Source: an optimization exercise on an open RTL-to-GDS flow (aim: small area). Production flows keep margins and buffers that such runs may drop.
Where RTL was checked, it was by simulation tests only, not by an equivalence proof against the original.
Power figures rest on the tool's default switching activity, not on a simulated workload.

==> run E <==
==> flow/design.v <==
`timescale 1ns / 1ps
module uart_stopwatch(
    input clk, rst_n,
    input rx,
    output [7:0] seg_out,
    output [7:0] sel_out,
    output tx
);
    reg [4:0] bcnt;
    wire s_tick = bcnt[4] & bcnt[3] & bcnt[1] & bcnt[0];    
    always @(posedge clk, negedge rst_n)
        if (!rst_n)
            bcnt <= 5'd0;
        else
            bcnt <= s_tick ? 5'd1 : bcnt + 5'd1;
    reg [7:0] rc;
    reg [2:0] rb;      
    reg       rok;     
    wire r_idle  = ~rc[7] & ~rc[6] & rc[4];
    wire r_data  = rc[7];
    wire r_sample = r_data & s_tick & (rc[3:0] == 4'hf);
    wire fire = r_idle & rok;    
    always @(posedge clk, negedge rst_n)
        if (!rst_n)
            rc <= 8'b0001_0000;
        else if (r_idle) begin
            if (!rx)
                rc <= 8'b0111_1000;
        end else if (s_tick)
            rc <= rc + 8'd1;
    always @(posedge clk)
        if (r_sample && !rc[6] && !(rc[5] & rc[4]))
            rb <= {rx, rb[2:1]};
    always @(posedge clk, negedge rst_n)
        if (!rst_n)
            rok <= 1'b0;
        else if (r_idle)
            rok <= 1'b0;
        else if (r_sample)
            case (rc[6:4])
                3'd0: rok <= 1'b1;
                3'd3: rok <= rok & ~rx;
                3'd4: rok <= rok & (rx ^ (rb[0] & rb[1]));
                3'd6: rok <= rok & rx;
                3'd7: rok <= rok & ~rx;
                default: ;
            endcase
    wire cmd_c = fire & ( rb[0] &  rb[1] & ~rb[2]);
    wire cmd_g = fire & ( rb[0] &  rb[1] &  rb[2]);
    wire cmd_p = fire & (~rb[0] & ~rb[1] & ~rb[2]);
    wire cmd_u = fire & ( rb[0] & ~rb[1] &  rb[2]);
    wire cmd_r = fire & (~rb[0] &  rb[1] & ~rb[2]);
    reg up, go;
    reg [3:0] idx;                           
    wire lock = ~(idx[3] & idx[1]);
    always @(posedge clk, negedge rst_n)
        if (!rst_n) begin
            up <= 1'b1;
            go <= 1'b0;
            idx <= 4'd10;
        end else begin
            if (cmd_c) up <= 1'b1;
            else if (cmd_u) up <= ~up;
            if (cmd_g) go <= 1'b1;
            else if (cmd_p) go <= 1'b0;
            if (cmd_r) idx <= 4'd0;
            else if (lock) idx <= idx + 4'd1;
        end
    reg [2:0] pm;
    reg [3:0] d0, s0, m0, h0;
    reg [2:0] s1, m1;
    reg [1:0] h1;
    wire t_pm = up ? (pm == 3'd4) : (pm == 3'd0);
    wire t_d0 = up ? (d0 == 4'd9) : (d0 == 4'd0);
    wire t_s0 = up ? (s0 == 4'd9) : (s0 == 4'd0);
    wire t_s1 = up ? (s1 == 3'd5) : (s1 == 3'd0);
    wire t_m0 = up ? (m0 == 4'd9) : (m0 == 4'd0);
    wire t_m1 = up ? (m1 == 3'd5) : (m1 == 3'd0);
    wire t_h0 = up ? (h0 == 4'd9) : (h0 == 4'd0);
    wire t_h1 = up ? (h1 == 2'd2) : (h1 == 2'd0);
    wire c1 = t_pm;
    wire c2 = c1 & t_d0;
    wire c3 = c2 & t_s0;
    wire c4 = c3 & t_s1;
    wire c5 = c4 & t_m0;
    wire c6 = c5 & t_m1;
    wire c7 = c6 & t_h0;
    wire adv = go & ~(c7 & t_h1);
    always @(posedge clk, negedge rst_n)
        if (!rst_n) begin
            pm <= 0; d0 <= 0; s0 <= 0; s1 <= 0; m0 <= 0; m1 <= 0; h0 <= 0; h1 <= 0;
        end else if (cmd_c) begin
            pm <= 0; d0 <= 0; s0 <= 0; s1 <= 0; m0 <= 0; m1 <= 0; h0 <= 0; h1 <= 0;
        end else if (adv) begin
            pm <= t_pm ? (up ? 3'd0 : 3'd4) : (up ? pm + 3'd1 : pm - 3'd1);
            if (c1) d0 <= t_d0 ? (up ? 4'd0 : 4'd9) : (up ? d0 + 4'd1 : d0 - 4'd1);
            if (c2) s0 <= t_s0 ? (up ? 4'd0 : 4'd9) : (up ? s0 + 4'd1 : s0 - 4'd1);
            if (c3) s1 <= t_s1 ? (up ? 3'd0 : 3'd5) : (up ? s1 + 3'd1 : s1 - 3'd1);
            if (c4) m0 <= t_m0 ? (up ? 4'd0 : 4'd9) : (up ? m0 + 4'd1 : m0 - 4'd1);
            if (c5) m1 <= t_m1 ? (up ? 3'd0 : 3'd5) : (up ? m1 + 3'd1 : m1 - 3'd1);
            if (c6) h0 <= t_h0 ? (up ? 4'd0 : 4'd9) : (up ? h0 + 4'd1 : h0 - 4'd1);
            if (c7) h1 <= up ? h1 + 2'd1 : h1 - 2'd1;
        end
    reg [3:0] code;
    always @*
        case (idx)
            4'd0: code = {2'b00, h1};
            4'd1: code = h0;
            4'd3: code = {1'b0, m1};
            4'd4: code = m0;
            4'd6: code = {1'b0, s1};
            4'd7: code = s0;
            4'd8: code = 4'he;
            4'd9: code = d0;
            default: code = 4'ha;
        endcase
    reg [3:0] q [0:15];    
    reg [4:0] qp;          
    wire q_empty = qp[4];
    wire q_full  = ~qp[4] & (qp[3:0] == 4'hf);
    wire tx_done;
    wire do_wr = lock & ~q_full & ~(tx_done & q_empty);
    wire do_rd = tx_done & ~q_empty & ~(lock & q_full);
    wire [3:0] head = q[qp[3:0]];
    integer i;
    always @(posedge clk)
        if (do_wr) begin
            q[0] <= code;
            for (i = 1; i < 16; i = i + 1)
                q[i] <= q[i-1];
        end
    always @(posedge clk, negedge rst_n)
        if (!rst_n)
            qp <= 5'h1f;
        else if (do_wr & ~do_rd)
            qp <= qp + 5'd1;
        else if (do_rd & ~do_wr)
            qp <= qp - 5'd1;
    reg [7:0] tc;
    reg tx_reg;
    wire t_idle = ~tc[7] & ~tc[6] & tc[4];
    wire t_start = ~tc[7] & tc[6];
    wire t_stop = ~tc[7] & ~tc[4];
    assign tx_done = t_stop & s_tick & (tc[3:0] == 4'hf);
    always @(posedge clk, negedge rst_n)
        if (!rst_n)
            tc <= 8'b0001_0000;
        else if (t_idle) begin
            if (!q_empty)
                tc <= 8'b0111_0000;
        end else if (s_tick)
            tc <= tc + 8'd1;
    reg tbit;
    always @*
        case (tc[6:4])
            3'd4: tbit = ~(head[3] & head[2]);
            3'd5: tbit = 1'b1;
            3'd6, 3'd7: tbit = 1'b0;
            default: tbit = head[tc[5:4]];
        endcase
    always @(posedge clk, negedge rst_n)
        if (!rst_n)
            tx_reg <= 1'b0;
        else
            tx_reg <= tc[7] ? tbit : ~t_start;
    assign tx = tx_reg;
    reg [19:0] dcnt;
    always @(posedge clk, negedge rst_n)
        if (!rst_n)
            dcnt <= 20'd0;
        else
            dcnt <= dcnt + 20'd1;
    wire [2:0] pos = dcnt[19:17];
    assign sel_out = ~(8'b1 << pos);
    reg [3:0] hx;
    always @*
        case (pos)
            3'd0: hx = d0;
            3'd1: hx = s0;
            3'd2: hx = {1'b0, s1};
            3'd3: hx = m0;
            3'd4: hx = {1'b0, m1};
            3'd5: hx = h0;
            3'd6: hx = {2'b00, h1};
            default: hx = 4'd0;
        endcase
    wire A = hx[3], B = hx[2], C = hx[1], D = hx[0];
    wire sa = A | C | (B & D) | (~B & ~D);
    wire sb = ~B | (~C & ~D) | (C & D);
    wire sc = B | ~C | D;
    wire sd = (~B & ~D) | (~B & C) | (C & ~D) | (B & ~C & D);
    wire se = (~B & ~D) | (C & ~D);
    wire sf = A | (~C & ~D) | (B & ~C) | (B & ~D);
    wire sg = A | (~B & C) | (B & ~C) | (C & ~D);
    assign seg_out[6:0] = ~{sg, sf, se, sd, sc, sb, sa};
    assign seg_out[7] = ~(pos[0] & ~(pos[1] & pos[2]));
endmodule
==> flow/run.sh <==
#!/bin/bash
# synth_recipe.tcl (not shown) runs the flow's synth.tcl, then flattens the netlist and writes it again
# the make line also repeats each setting of config.mk as NAME=value (left out here)
make -C /OpenROAD-flow-scripts/flow DESIGN_CONFIG=/design/flow/config.mk WORK_HOME=/design/flow/orfs CLKGATE_MAP_FILE= SYNTH_SCRIPT=/design/flow/synth_recipe.tcl finish
==> flow/config.mk <==
export PLATFORM = sky130hd
export DESIGN_NAME = uart_stopwatch
export DESIGN_NICKNAME = uart_stopwatch
export VERILOG_FILES = /design/flow/design.v
export SDC_FILE = /design/flow/constraint.sdc
export NUM_CORES = 4
export LEC_CHECK = 0
export CAP_MARGIN = 20
export CORE_MARGIN = 2
export CORE_UTILIZATION = 40
export PLACE_DENSITY = 0.6
export SLEW_MARGIN = 20
==> flow/constraint.sdc <==
create_clock -name core_clock -period 10.0 [get_ports {clk}]
set_input_delay 2.0000 -clock core_clock [delete_from_list [all_inputs] [get_ports {clk}]]
set_output_delay 2.0000 -clock core_clock [all_outputs]
set_load 0.01 [all_outputs]
==> run A: changes against run E <==
--- a/flow/design.v
+++ b/flow/design.v
@@ -7,6 +7,28 @@
     output tx
 );
+    wire s_tick, fire, lock, q_empty, q_full, tx_done;
+    wire [2:0] rb;
+    wire [3:0] code, head;
+    wire [3:0] d0, s0, m0, h0;
+    wire [2:0] s1, m1;
+    wire [1:0] h1;
+    wire cmd_c;
+    wire up, go;
+    sw_baud u_baud(.clk(clk), .rst_n(rst_n), .s_tick(s_tick));
+    sw_rx u_rx(.clk(clk), .rst_n(rst_n), .rx(rx), .s_tick(s_tick), .fire(fire), .rb(rb));
+    sw_ctrl u_ctrl(.clk(clk), .rst_n(rst_n), .fire(fire), .rb(rb), .cmd_c(cmd_c), .up(up), .go(go),
+                   .lock(lock), .d0(d0), .s0(s0), .s1(s1), .m0(m0), .m1(m1), .h0(h0), .h1(h1), .code(code));
+    sw_time u_time(.clk(clk), .rst_n(rst_n), .clr(cmd_c), .up(up), .go(go),
+                   .d0(d0), .s0(s0), .s1(s1), .m0(m0), .m1(m1), .h0(h0), .h1(h1));
+    sw_txq u_txq(.clk(clk), .rst_n(rst_n), .wr(lock), .code(code), .rd(tx_done),
+                 .head(head), .empty(q_empty), .full(q_full));
+    sw_tx u_tx(.clk(clk), .rst_n(rst_n), .s_tick(s_tick), .head(head), .empty(q_empty),
+               .tx_done(tx_done), .tx(tx));
+    sw_led u_led(.clk(clk), .rst_n(rst_n), .d0(d0), .s0(s0), .s1(s1), .m0(m0), .m1(m1), .h0(h0), .h1(h1),
+                 .seg_out(seg_out), .sel_out(sel_out));
+endmodule
+module sw_baud(input clk, rst_n, output s_tick);
     reg [4:0] bcnt;
-    wire s_tick = bcnt[4] & bcnt[3] & bcnt[1] & bcnt[0];    
+    assign s_tick = bcnt[4] & bcnt[3] & bcnt[1] & bcnt[0];    
     always @(posedge clk, negedge rst_n)
         if (!rst_n)
@@ -14,11 +36,11 @@
         else
             bcnt <= s_tick ? 5'd1 : bcnt + 5'd1;
+endmodule
+module sw_rx(input clk, rst_n, rx, s_tick, output fire, output reg [2:0] rb);
     reg [7:0] rc;
-    reg [2:0] rb;      
     reg       rok;     
     wire r_idle  = ~rc[7] & ~rc[6] & rc[4];
-    wire r_data  = rc[7];
-    wire r_sample = r_data & s_tick & (rc[3:0] == 4'hf);
-    wire fire = r_idle & rok;    
+    wire r_sample = rc[7] & s_tick & (rc[3:0] == 4'hf);
+    assign fire = r_idle & rok;    
     always @(posedge clk, negedge rst_n)
         if (!rst_n)
@@ -46,12 +68,16 @@
                 default: ;
             endcase
-    wire cmd_c = fire & ( rb[0] &  rb[1] & ~rb[2]);
+endmodule
+module sw_ctrl(input clk, rst_n, fire, input [2:0] rb,
+               output cmd_c, output reg up, go, output lock,
+               input [3:0] d0, s0, m0, h0, input [2:0] s1, m1, input [1:0] h1,
+               output reg [3:0] code);
+    assign cmd_c = fire & ( rb[0] &  rb[1] & ~rb[2]);
     wire cmd_g = fire & ( rb[0] &  rb[1] &  rb[2]);
     wire cmd_p = fire & (~rb[0] & ~rb[1] & ~rb[2]);
     wire cmd_u = fire & ( rb[0] & ~rb[1] &  rb[2]);
     wire cmd_r = fire & (~rb[0] &  rb[1] & ~rb[2]);
-    reg up, go;
     reg [3:0] idx;                           
-    wire lock = ~(idx[3] & idx[1]);
+    assign lock = ~(idx[3] & idx[1]);
     always @(posedge clk, negedge rst_n)
         if (!rst_n) begin
@@ -67,8 +93,20 @@
             else if (lock) idx <= idx + 4'd1;
         end
+    always @*
+        case (idx)
+            4'd0: code = {2'b00, h1};
+            4'd1: code = h0;
+            4'd3: code = {1'b0, m1};
+            4'd4: code = m0;
+            4'd6: code = {1'b0, s1};
+            4'd7: code = s0;
+            4'd8: code = 4'he;
+            4'd9: code = d0;
+            default: code = 4'ha;
+        endcase
+endmodule
+module sw_time(input clk, rst_n, clr, up, go,
+               output reg [3:0] d0, s0, m0, h0, output reg [2:0] s1, m1, output reg [1:0] h1);
     reg [2:0] pm;
-    reg [3:0] d0, s0, m0, h0;
-    reg [2:0] s1, m1;
-    reg [1:0] h1;
     wire t_pm = up ? (pm == 3'd4) : (pm == 3'd0);
     wire t_d0 = up ? (d0 == 4'd9) : (d0 == 4'd0);
@@ -90,5 +128,5 @@
         if (!rst_n) begin
             pm <= 0; d0 <= 0; s0 <= 0; s1 <= 0; m0 <= 0; m1 <= 0; h0 <= 0; h1 <= 0;
-        end else if (cmd_c) begin
+        end else if (clr) begin
             pm <= 0; d0 <= 0; s0 <= 0; s1 <= 0; m0 <= 0; m1 <= 0; h0 <= 0; h1 <= 0;
         end else if (adv) begin
@@ -102,25 +140,13 @@
             if (c7) h1 <= up ? h1 + 2'd1 : h1 - 2'd1;
         end
-    reg [3:0] code;
-    always @*
-        case (idx)
-            4'd0: code = {2'b00, h1};
-            4'd1: code = h0;
-            4'd3: code = {1'b0, m1};
-            4'd4: code = m0;
-            4'd6: code = {1'b0, s1};
-            4'd7: code = s0;
-            4'd8: code = 4'he;
-            4'd9: code = d0;
-            default: code = 4'ha;
-        endcase
-    reg [3:0] q [0:15];    
+endmodule
+module sw_txq(input clk, rst_n, wr, rd, input [3:0] code,
+              output [3:0] head, output empty, full);
+    reg [3:0] q [0:15];
     reg [4:0] qp;          
-    wire q_empty = qp[4];
-    wire q_full  = ~qp[4] & (qp[3:0] == 4'hf);
-    wire tx_done;
-    wire do_wr = lock & ~q_full & ~(tx_done & q_empty);
-    wire do_rd = tx_done & ~q_empty & ~(lock & q_full);
-    wire [3:0] head = q[qp[3:0]];
+    assign empty = qp[4];
+    assign full  = ~qp[4] & (qp[3:0] == 4'hf);
+    wire do_wr = wr & ~full;
+    assign head = q[qp[3:0]];
     integer i;
     always @(posedge clk)
@@ -133,10 +159,11 @@
         if (!rst_n)
             qp <= 5'h1f;
-        else if (do_wr & ~do_rd)
+        else if (do_wr)
             qp <= qp + 5'd1;
-        else if (do_rd & ~do_wr)
+        else if (rd)
             qp <= qp - 5'd1;
+endmodule
+module sw_tx(input clk, rst_n, s_tick, empty, input [3:0] head, output tx_done, output reg tx);
     reg [7:0] tc;
-    reg tx_reg;
     wire t_idle = ~tc[7] & ~tc[6] & tc[4];
     wire t_start = ~tc[7] & tc[6];
@@ -147,5 +174,5 @@
             tc <= 8'b0001_0000;
         else if (t_idle) begin
-            if (!q_empty)
+            if (!empty)
                 tc <= 8'b0111_0000;
         end else if (s_tick)
@@ -161,8 +188,10 @@
     always @(posedge clk, negedge rst_n)
         if (!rst_n)
-            tx_reg <= 1'b0;
+            tx <= 1'b0;
         else
-            tx_reg <= tc[7] ? tbit : ~t_start;
-    assign tx = tx_reg;
+            tx <= tc[7] ? tbit : ~t_start;
+endmodule
+module sw_led(input clk, rst_n, input [3:0] d0, s0, m0, h0, input [2:0] s1, m1, input [1:0] h1,
+              output [7:0] seg_out, sel_out);
     reg [19:0] dcnt;
     always @(posedge clk, negedge rst_n)
==> comparison <==
Cell area: run E is larger than run A (0.85%).
In run A the die area is smaller than in run E, by 0.71%.
Against run E, the clock power of run A is higher by about 2%.
Flip-flop and latch count is the same in run A and run E.
Via count: run A is lower than run E (about 4%).
Of run E and run A, run E has the higher fmax (gap about 2.6%, measured against run A).
In sequential power, run A and run E hardly differ.
==> figures <==
| metric | run E | run A |
|---|---|---|
| End point of the worst hold path | q[5][0]$_DFFE_PP_ | u_txq.q[3][3]$_DFFE_PP_ |
| Hold Crit Start | q[4][0]$_DFFE_PP_ | u_txq.q[2][3]$_DFFE_PP_ |
| Fraction of power spent switching nets | 20.7% | 21.3% |
| Placer congestion estimate | 0.839 | 0.838 |
| Dpl cells | 1020 | 998 |
| Reg2Reg Launch Point | qp[3]$_DFFE_PN1P_ | u_ctrl.up$_DFFE_PN1P_ |
| Status | complete, no violations | complete, no violations |
| Number of nets in the layout | 805 | 782 |
| Post-synthesis share of cell area spent on and, or, nand and nor gates | 17.7% | 16.7% |
| Cell leakage power | 3.32 nW | 3.43 nW |
| Register-to-Register Path Depth | 12 | 6 |
| Switching component of the power | 0.000261 W | 0.000271 W |
| Worst slack at placement | 5.35 ns | 5.30 ns |
| Synthesis warning total | 2 | 8 |
| Overall power after layout | 0.00126 W | 0.00127 W |
| Peak Freq | 196 MHz | 191 MHz |
The RTL of run E was laid out without a check of its function.

-- what the ideal ports hide --
No port has a modelled driver above. Below, the same layouts with a new extraction and two added sets of constraints. Step 1, drivers: a clkbuf_16 drives clk and a buf_2 each remaining input, both assumed. Step 2 also shifts input and output timing later by t, the mid clock arrival at the registers, as if the neighbouring blocks saw the same clock. Three values: no drivers, after step 1, after step 2; two values: the first two.
| run | t (ns) | setup WS [ns] | worst data-port slew with drivers (ns) | cell pins on the clock port's net |
|---|---|---|---|---|
| run E | 0.458 | 4.898 / 4.857 / 5.315 | 0.04 | 1 |
| run A | 0.468 | 4.766 / 4.719 / 5.187 | 0.04 | 1 |
After both steps setup and hold are still met in every run listed.
